What follows belongs to an exercise in optimizing a design on an open flow for small area, a short achievable clock period and few clock cycles; a production flow would make more cautious choices. Function was checked by simulation only, so behaviour that the tests miss may differ from the original.

==> 07-04 <==
Design spm_mul_bcd, start of the top module:
module spm_mul_bcd(
    input  wire        clk,
    input  wire        rst,
    input  wire        start,
    input  wire [7:0]  mc,
    input  wire [7:0]  mp,
    output reg  [15:0] product,
    output wire [19:0] bcd,
    output reg         done
);
Settings: LEC_CHECK=0, ABC_AREA=1, CAP_MARGIN=20, CORE_MARGIN=2, CORE_UTILIZATION=70, SLEW_MARGIN=20; clock period 18.0 ns.
standard.sh (not shown) runs the stock make flow with config.mk's settings and CLKGATE_MAP_FILE= SYNTH_SCRIPT=/design/flow/synth_recipe.tcl, a recipe that flattens the netlist after the stock synthesis.
==> flow/flow/run.sh <==
#!/bin/bash
# Layout flow: the standard ORFS flow with two changes.
#  1. Port buffers are buf_1 cells (BUFFER_PORTS_ARGS) instead of the cell
#     buffer_ports picks by default; every input and output still gets one.
#  2. After the standard synthesis, flow/fapol.py flips full-adder cells
#     (a full adder is self-dual) to drop inverters around them. Registers and
#     all other cells are kept as synthesized.
# Each step's output is logged in this folder.
set -euo pipefail
export BUFFER_PORTS_ARGS="-buffer_cell sky130_fd_sc_hd__buf_1"
R=orfs/results/sky130hd/spm_mul_bcd/base
bash standard.sh synth > synth.log 2>&1
cp $R/1_2_yosys.v $R/1_2_yosys.standard.v
python3 flow/fapol.py $R/1_2_yosys.standard.v $R/1_2_yosys.v > fapol.log 2>&1
bash standard.sh finish > standard.log 2>&1
==> flow/flow/fapol.py <==
#!/usr/bin/env python3
"""Flip the polarity of full-adder cells in a mapped netlist to remove
inverters. A full adder is self-dual: inverting its three inputs inverts both
outputs. Inverters between cells are collapsed to (root net, parity) pairs,
full adders are flipped greedily while that lowers the number of inverters
needed, and one inverter per root net that still needs its complement is put
back. Registers, ports and every other cell are left as they are.
usage: fapol.py IN.v OUT.v"""
import re, sys
src = open(sys.argv[1]).read()
m = re.search(r'module\s+(\w+)\s*\((.*?)\);', src, re.S)
ports = set(p.strip() for p in m.group(2).split(','))
cell_re = re.compile(r'^\s*(sky130_fd_sc_hd__\w+)\s+(\S+)\s*\((.*?)\);', re.S | re.M)
cells = []
for cm in cell_re.finditer(src):
    pins = dict((p, n.strip()) for p, n in re.findall(r'\.(\w+)\(([^()]*)\)', cm.group(3)))
    cells.append([cm.group(1), cm.group(2), pins])
OUTP = {'X', 'Y', 'SUM', 'COUT', 'Q', 'Q_N', 'HI', 'LO'}
def is_port(net):
    base = net.lstrip('\\').split('[')[0].strip()
    return base in ports
drv = {}; loads = {}
for i, (t, n, pins) in enumerate(cells):
    for p, net in pins.items():
        if p in OUTP: drv[net] = (i, p)
        else: loads.setdefault(net, []).append((i, p))
def is_inv(i): return '__inv_' in cells[i][0]
adapter = set()
for i, (t, n, pins) in enumerate(cells):
    if is_inv(i) and not is_port(pins['A']) and not is_port(pins['Y']) and pins['A'] in drv:
        adapter.add(i)
def root(net):
    par = 0
    while net in drv and drv[net][0] in adapter:
        net = cells[drv[net][0]][2]['A']; par ^= 1
    return net, par
isfa = lambda i: '__fa_' in cells[i][0]
fa = [i for i in range(len(cells)) if isfa(i)]
# sinks: (cell, pin, root, parity) for every input pin of a non-adapter cell
sinks = []
for i, (t, n, pins) in enumerate(cells):
    if i in adapter: continue
    for p, net in pins.items():
        if p in OUTP: continue
        r, par = root(net)
        sinks.append((i, p, r, par))
# port sinks: output ports driven through adapters -> keep fixed
flip = {i: 0 for i in fa}
def froot(r):
    d = drv.get(r)
    return flip.get(d[0], 0) if d else 0
def cost():
    need = {}
    for i, p, r, par in sinks:
        inv = par ^ flip.get(i, 0) ^ froot(r)
        need.setdefault(r, set()).add(inv)
    return sum(1 for s in need.values() if 1 in s), need
base, _ = cost()
best = base
improved = True
while improved:
    improved = False
    for i in fa:
        flip[i] ^= 1
        c, _ = cost()
        if c < best:
            best = c; improved = True
        else:
            flip[i] ^= 1
print(f"// fapol: {len(adapter)} inverters before, {best} after, {sum(flip.values())} full adders flipped", file=sys.stderr)
_, need = cost()
# rebuild
# strongest inverter that fed each root before, to keep its drive
drive = {}
for i in adapter:
    r, par = root(cells[i][2]['Y'])
    t = cells[i][0]
    if r not in drive or int(t.rsplit('_', 1)[1]) > int(drive[r].rsplit('_', 1)[1]): drive[r] = t
newinv = {}
names = set(n for _, n, _ in cells)
k = 0
for r, s in need.items():
    if 1 in s:
        while f"fapol_{k}" in names: k += 1
        newinv[r] = (f"fapol_{k}", f"fapol_n{k}"); k += 1
for i, p, r, par in sinks:
    inv = par ^ flip.get(i, 0) ^ froot(r)
    cells[i][2][p] = newinv[r][1] if inv else r
esc = lambda n: n + ' ' if n.startswith('\\') else n
out = []
body_start = src.index(';', m.end() - 1) + 1
# keep header and declarations (everything before first cell)
first = cell_re.search(src)
header = src[:first.start()]
decl = ''.join(f"  wire {w};\n" for _, w in newinv.values())
out.append(header + decl)
for i, (t, n, pins) in enumerate(cells):
    if i in adapter: continue
    out.append(f"  {t} {n} (\n" + ",\n".join(f"    .{p}({esc(net)})" for p, net in pins.items()) + "\n  );\n")
for r, (n, w) in newinv.items():
    out.append(f"  {drive.get(r, 'sky130_fd_sc_hd__inv_1')} {n} (\n    .A({esc(r)}),\n    .Y({w})\n  );\n")
tail = src[src.rindex('endmodule'):]
# keep any assign statements after the cells
assigns = re.findall(r'^\s*assign .*?;\s*$', src, re.M)
out.append(''.join(a + '\n' for a in assigns))
out.append(tail)
open(sys.argv[2], 'w').write(''.join(out))
==> 04-20 (differences from 07-04) <==
==> flow/flow/run.sh (replaced) <==
#!/bin/bash
# The standard layout with buf_1 port buffers and repair_timing aiming at
# a setup slack margin of 0 ns. standard.log holds the whole ORFS run.
export BUFFER_PORTS_ARGS="-buffer_cell sky130_fd_sc_hd__buf_1"
bash standard.sh > standard.log 2>&1
--- a/flow/config.mk
+++ b/flow/config.mk
@@ -10,3 +10,4 @@
 export CORE_MARGIN = 2
 export CORE_UTILIZATION = 70
+export CTS_BUF_LIST = sky130_fd_sc_hd__clkbuf_4
 export SLEW_MARGIN = 20
removed: flow/flow/fapol.py
==> results.txt <==
- Status: timing/DRC/antenna clean
- Count of mapped cells out of synthesis: 585
- CP bufs+invs: 4
- Area of the core: 5439 um2
- Met3 track demand over resource: 2.500%
- Average cell area after synthesis: 6.684 um2
- Met2 routed WL: 4.227 mm
The numbers above come from 04-20.

==> results.txt <==
- CP bufs+invs: 3
- Count of mapped cells out of synthesis: 562
- Area of the core: 5205 um2
- Met3 track demand over resource: 2.674%
- Met2 routed WL: 4.447 mm
- Status: timing/DRC/antenna clean
- Average cell area after synthesis: 6.804 um2
- Count of multi-input combinational gates: 437
The numbers above come from 07-04.

Testbench counts of 07-04, summed over its fixed seeds: cycles 3,200.
Testbench counts of 04-20, summed over its fixed seeds: cycles 3,200.


==> inputs of zinc <==
==> flow/design.v <==
module mul7u(input [6:0] a, input [6:0] b, output [13:0] p);
    wire pp0_0 = a[0] & b[0];
    wire pp0_1 = a[0] & b[1];
    wire pp0_2 = a[0] & b[2];
    wire pp0_3 = a[0] & b[3];
    wire pp0_4 = a[0] & b[4];
    wire pp0_5 = a[0] & b[5];
    wire pp0_6 = a[0] & b[6];
    wire pp1_0 = a[1] & b[0];
    wire pp1_1 = a[1] & b[1];
    wire pp1_2 = a[1] & b[2];
    wire pp1_3 = a[1] & b[3];
    wire pp1_4 = a[1] & b[4];
    wire pp1_5 = a[1] & b[5];
    wire pp1_6 = a[1] & b[6];
    wire pp2_0 = a[2] & b[0];
    wire pp2_1 = a[2] & b[1];
    wire pp2_2 = a[2] & b[2];
    wire pp2_3 = a[2] & b[3];
    wire pp2_4 = a[2] & b[4];
    wire pp2_5 = a[2] & b[5];
    wire pp2_6 = a[2] & b[6];
    wire pp3_0 = a[3] & b[0];
    wire pp3_1 = a[3] & b[1];
    wire pp3_2 = a[3] & b[2];
    wire pp3_3 = a[3] & b[3];
    wire pp3_4 = a[3] & b[4];
    wire pp3_5 = a[3] & b[5];
    wire pp3_6 = a[3] & b[6];
    wire pp4_0 = a[4] & b[0];
    wire pp4_1 = a[4] & b[1];
    wire pp4_2 = a[4] & b[2];
    wire pp4_3 = a[4] & b[3];
    wire pp4_4 = a[4] & b[4];
    wire pp4_5 = a[4] & b[5];
    wire pp4_6 = a[4] & b[6];
    wire pp5_0 = a[5] & b[0];
    wire pp5_1 = a[5] & b[1];
    wire pp5_2 = a[5] & b[2];
    wire pp5_3 = a[5] & b[3];
    wire pp5_4 = a[5] & b[4];
    wire pp5_5 = a[5] & b[5];
    wire pp5_6 = a[5] & b[6];
    wire pp6_0 = a[6] & b[0];
    wire pp6_1 = a[6] & b[1];
    wire pp6_2 = a[6] & b[2];
    wire pp6_3 = a[6] & b[3];
    wire pp6_4 = a[6] & b[4];
    wire pp6_5 = a[6] & b[5];
    wire pp6_6 = a[6] & b[6];
    wire s1 = pp0_6 ^ pp1_5;
    wire c1 = pp0_6 & pp1_5;
    wire s2 = pp1_6 ^ pp2_5;
    wire c2 = pp1_6 & pp2_5;
    wire s3 = pp0_4 ^ pp1_3;
    wire c3 = pp0_4 & pp1_3;
    wire s4 = pp0_5 ^ pp1_4 ^ pp2_3;
    wire c4 = (pp0_5 & pp1_4) | (pp0_5 & pp2_3) | (pp1_4 & pp2_3);
    wire s5 = pp3_2 ^ pp4_1;
    wire c5 = pp3_2 & pp4_1;
    wire s6 = s1 ^ pp2_4 ^ pp3_3;
    wire c6 = (s1 & pp2_4) | (s1 & pp3_3) | (pp2_4 & pp3_3);
    wire s7 = pp4_2 ^ pp5_1 ^ pp6_0;
    wire c7 = (pp4_2 & pp5_1) | (pp4_2 & pp6_0) | (pp5_1 & pp6_0);
    wire s8 = c1 ^ s2 ^ pp3_4;
    wire c8 = (c1 & s2) | (c1 & pp3_4) | (s2 & pp3_4);
    wire s9 = pp4_3 ^ pp5_2 ^ pp6_1;
    wire c9 = (pp4_3 & pp5_2) | (pp4_3 & pp6_1) | (pp5_2 & pp6_1);
    wire s10 = c2 ^ pp2_6 ^ pp3_5;
    wire c10 = (c2 & pp2_6) | (c2 & pp3_5) | (pp2_6 & pp3_5);
    wire s11 = pp4_4 ^ pp5_3 ^ pp6_2;
    wire c11 = (pp4_4 & pp5_3) | (pp4_4 & pp6_2) | (pp5_3 & pp6_2);
    wire s12 = pp3_6 ^ pp4_5 ^ pp5_4;
    wire c12 = (pp3_6 & pp4_5) | (pp3_6 & pp5_4) | (pp4_5 & pp5_4);
    wire s13 = pp0_3 ^ pp1_2;
    wire c13 = pp0_3 & pp1_2;
    wire s14 = s3 ^ pp2_2 ^ pp3_1;
    wire c14 = (s3 & pp2_2) | (s3 & pp3_1) | (pp2_2 & pp3_1);
    wire s15 = c3 ^ s4 ^ s5;
    wire c15 = (c3 & s4) | (c3 & s5) | (s4 & s5);
    wire s16 = c4 ^ c5 ^ s6;
    wire c16 = (c4 & c5) | (c4 & s6) | (c5 & s6);
    wire s17 = c6 ^ c7 ^ s8;
    wire c17 = (c6 & c7) | (c6 & s8) | (c7 & s8);
    wire s18 = c8 ^ c9 ^ s10;
    wire c18 = (c8 & c9) | (c8 & s10) | (c9 & s10);
    wire s19 = c10 ^ c11 ^ s12;
    wire c19 = (c10 & c11) | (c10 & s12) | (c11 & s12);
    wire s20 = c12 ^ pp4_6 ^ pp5_5;
    wire c20 = (c12 & pp4_6) | (c12 & pp5_5) | (pp4_6 & pp5_5);
    wire s21 = pp0_2 ^ pp1_1;
    wire c21 = pp0_2 & pp1_1;
    wire s22 = s13 ^ pp2_1 ^ pp3_0;
    wire c22 = (s13 & pp2_1) | (s13 & pp3_0) | (pp2_1 & pp3_0);
    wire s23 = c13 ^ s14 ^ pp4_0;
    wire c23 = (c13 & s14) | (c13 & pp4_0) | (s14 & pp4_0);
    wire s24 = c14 ^ s15 ^ pp5_0;
    wire c24 = (c14 & s15) | (c14 & pp5_0) | (s15 & pp5_0);
    wire s25 = c15 ^ s16 ^ s7;
    wire c25 = (c15 & s16) | (c15 & s7) | (s16 & s7);
    wire s26 = c16 ^ s17 ^ s9;
    wire c26 = (c16 & s17) | (c16 & s9) | (s17 & s9);
    wire s27 = c17 ^ s18 ^ s11;
    wire c27 = (c17 & s18) | (c17 & s11) | (s18 & s11);
    wire s28 = c18 ^ s19 ^ pp6_3;
    wire c28 = (c18 & s19) | (c18 & pp6_3) | (s19 & pp6_3);
    wire s29 = c19 ^ s20 ^ pp6_4;
    wire c29 = (c19 & s20) | (c19 & pp6_4) | (s20 & pp6_4);
    wire s30 = c20 ^ pp5_6 ^ pp6_5;
    wire c30 = (c20 & pp5_6) | (c20 & pp6_5) | (pp5_6 & pp6_5);
    wire [13:0] r0 = {1'b0, c30, c29, c28, c27, c26, c25, c24, c23, c22, c21, s21, pp0_1, pp0_0};
    wire [13:0] r1 = {1'b0, pp6_6, s30, s29, s28, s27, s26, s25, s24, s23, s22, pp2_0, pp1_0, 1'b0};
    wire [13:0] g = r0 & r1;
    wire [13:0] t = r0 ^ r1;
    reg [13:0] G, P;
    integer i, l;
    always @* begin
        G = g;
        P = t;
        for (l = 0; l < 4; l = l + 1)
            for (i = 13; i >= 0; i = i - 1)
                if (i[l]) begin
                    G[i] = G[i] | (P[i] & G[((i >> l) << l) - 1]);
                    P[i] = P[i] & P[((i >> l) << l) - 1];
                end
    end
    assign p = t ^ {G[12:0], 1'b0};
endmodule
`timescale 1ns / 1ps
module BCD(input [14:0] in, output reg [19:0] bcd);
    function [3:0] add3(input [3:0] d);
        reg s;
        begin
            s = d[3] | (d[2] & (d[1] | d[0]));
            add3[3] = s;
            add3[2] = (d[3] & d[0]) | (d[2] & ~d[1] & ~d[0]);
            add3[1] = (d[1] & d[0]) | (d[1] & ~d[2] & ~d[3]) | (d[3] & ~d[0]);
            add3[0] = s ^ d[0];
        end
    endfunction
    integer i;
    always @* begin
        bcd = 20'b0;
        for (i = 13; i >= 0; i = i - 1) begin
            bcd[3:0]   = add3(bcd[3:0]);
            bcd[7:4]   = add3(bcd[7:4]);
            bcd[11:8]  = add3(bcd[11:8]);
            bcd[15:12] = add3(bcd[15:12]);
            bcd = {bcd[18:0], in[i]};
        end
        if (in[14])
            bcd = bcd | 20'h16384;
    end
endmodule
`timescale 1ns / 1ps
module spm_mul_bcd(
    input  wire        clk,
    input  wire        rst,
    input  wire        start,
    input  wire [7:0]  mc,
    input  wire [7:0]  mp,
    output reg  [15:0] product,
    output wire [19:0] bcd,
    output reg         done
);
    reg  [7:0] am, bm;
    reg        ba, bb;
    integer k;
    always @* begin
        ba = 1'b0;
        bb = 1'b0;
        for (k = 0; k < 7; k = k + 1) begin
            am[k] = mc[k] ^ (mc[7] & ba);
            bm[k] = mp[k] ^ (mp[7] & bb);
            ba = ba | mc[k];
            bb = bb | mp[k];
        end
        am[7] = mc[7] & ~ba;
        bm[7] = mp[7] & ~bb;
    end
    wire [13:0] p77;
    mul7u mult(.a(am[6:0]), .b(bm[6:0]), .p(p77));
    wire [14:0] mul = {1'b0, p77} | ({15{am[7]}} & {bm, 7'b0}) | ({15{bm[7]}} & {1'b0, am[6:0], 7'b0});
    wire neg = (mc[7] ^ mp[7]) & (mc[7] | ba) & (mp[7] | bb);
    reg [14:0] mag;
    reg        sgn;
    always @(posedge clk)
        if (start) begin
            mag <= mul;
            sgn <= neg;
        end
    always @(posedge clk or posedge rst)
        if (rst)
            done <= 1'b0;
        else if (start)
            done <= 1'b1;
    reg below;
    always @* begin
        below = 1'b0;
        for (k = 0; k < 15; k = k + 1) begin
            product[k] = mag[k] ^ (sgn & below);
            below = below | mag[k];
        end
        product[15] = sgn;
    end
    BCD binary_bcd(.in(mag), .bcd(bcd));
endmodule
==> flow/flow/run.sh <==
#!/bin/bash
# The standard layout, except that the port buffers are buf_1 cells instead
# of the buffer buffer_ports picks by default. Each tool's output is logged
# in this folder (standard.log holds the whole ORFS make run).
export BUFFER_PORTS_ARGS="-buffer_cell sky130_fd_sc_hd__buf_1"
bash standard.sh > standard.log 2>&1
==> flow/standard.sh <==
#!/bin/bash
# synth_recipe.tcl (not shown) runs the flow's synth.tcl, then flattens the netlist and writes it again
# the make line also repeats each setting of config.mk as NAME=value (left out here)
make -C /OpenROAD-flow-scripts/flow DESIGN_CONFIG=/design/flow/config.mk WORK_HOME=/design/flow/orfs CLKGATE_MAP_FILE= SYNTH_SCRIPT=/design/flow/synth_recipe.tcl "${@:-finish}"
==> flow/config.mk <==
export PLATFORM = sky130hd
export DESIGN_NAME = spm_mul_bcd
export DESIGN_NICKNAME = spm_mul_bcd
export VERILOG_FILES = /design/flow/design.v
export SDC_FILE = /design/flow/constraint.sdc
export NUM_CORES = 4
export LEC_CHECK = 0
export ABC_AREA = 1
export CAP_MARGIN = 20
export CORE_MARGIN = 2
export CORE_UTILIZATION = 40
export SLEW_MARGIN = 20
==> flow/constraint.sdc <==
create_clock -name core_clock -period 18.0 [get_ports {clk}]
set_input_delay 3.6000 -clock core_clock [delete_from_list [all_inputs] [get_ports {clk}]]
set_output_delay 3.6000 -clock core_clock [all_outputs]
set_load 0.01 [all_outputs]
==> fjord (differences from zinc) <==
==> flow/flow/run.sh (replaced) <==
#!/bin/bash
# Pass-through flow: the standard layout, with its output logged here.
bash standard.sh > standard.log 2>&1
==> impl_metrics.yaml <==
run_status:
  outcome: "finished clean"
setup_path:
  worstPathCellList: "buf_1, or3_1, nor2_1, inv_1, nor2_1, inv_1, nand2_1, xor2_1, nor2_1, ha_1, fa_1, fa_1, inv_1, fa_1, inv_1, ha_1, a21o_1, a21o_1, nand3_1, nand2_1, a21o_1, a21o_1, xnor2_1, o221ai_1"
finish:
  most-common-layout-cells: "inv_1 (110), nand2_1 (106), nor2_1 (73)"
sta:
  tightest_slew_ns: 0.8366
  layout_min_cycle_time_ns: 8.468
route:
  wl_met2_um: 4504
The numbers above come from zinc.

==> impl_metrics.yaml <==
run_status:
  outcome: "finished clean"
sta:
  layout_min_cycle_time_ns: 8.807
The numbers above come from fjord.

Testbench counts of zinc, summed over its fixed seeds: cycles 3,200.
Testbench counts of fjord, summed over its fixed seeds: cycles 3,200.

what the ideal ports hide:
The results above use ideal ports. As a check the final layouts listed here were re-extracted and re-timed, cells and wires unchanged.
Step 1 (the two cells are an assumption about what drives the block):
set clk [get_ports {clk}]
set_driving_cell -lib_cell sky130_fd_sc_hd__clkbuf_16 $clk
set_driving_cell -lib_cell sky130_fd_sc_hd__buf_2 [delete_from_list [all_inputs] $clk]
Step 2 moves the port delays by t, midway between the first and last clock arrival at a register: inputs arrive t later, outputs are due t later. That takes back most of the time a late clock gives input paths.
Three values: no drivers, after step 1, after step 2; two values: the first two.
run	t (ns)	slack for setup (ns)	latest minus earliest clock arrival (ns)	pins driven straight from the clock port
07-04	0.282	9.745 / 9.753 / 9.470	0.000 / 0.001	1
04-20	0.333	9.784 / 9.789 / 9.456	0.001 / 0.000	1
zinc	0.276	9.532 / 9.541 / 9.265	0.002 / 0.003	1
fjord	0.278	9.193 / 9.201 / 8.923	0.004 / 0.004	1
After both steps every run listed still meets setup and hold. For 04-20, which loses most, drivers alone change the setup slack by +0.005 ns; drivers and shift together by -0.328 ns.
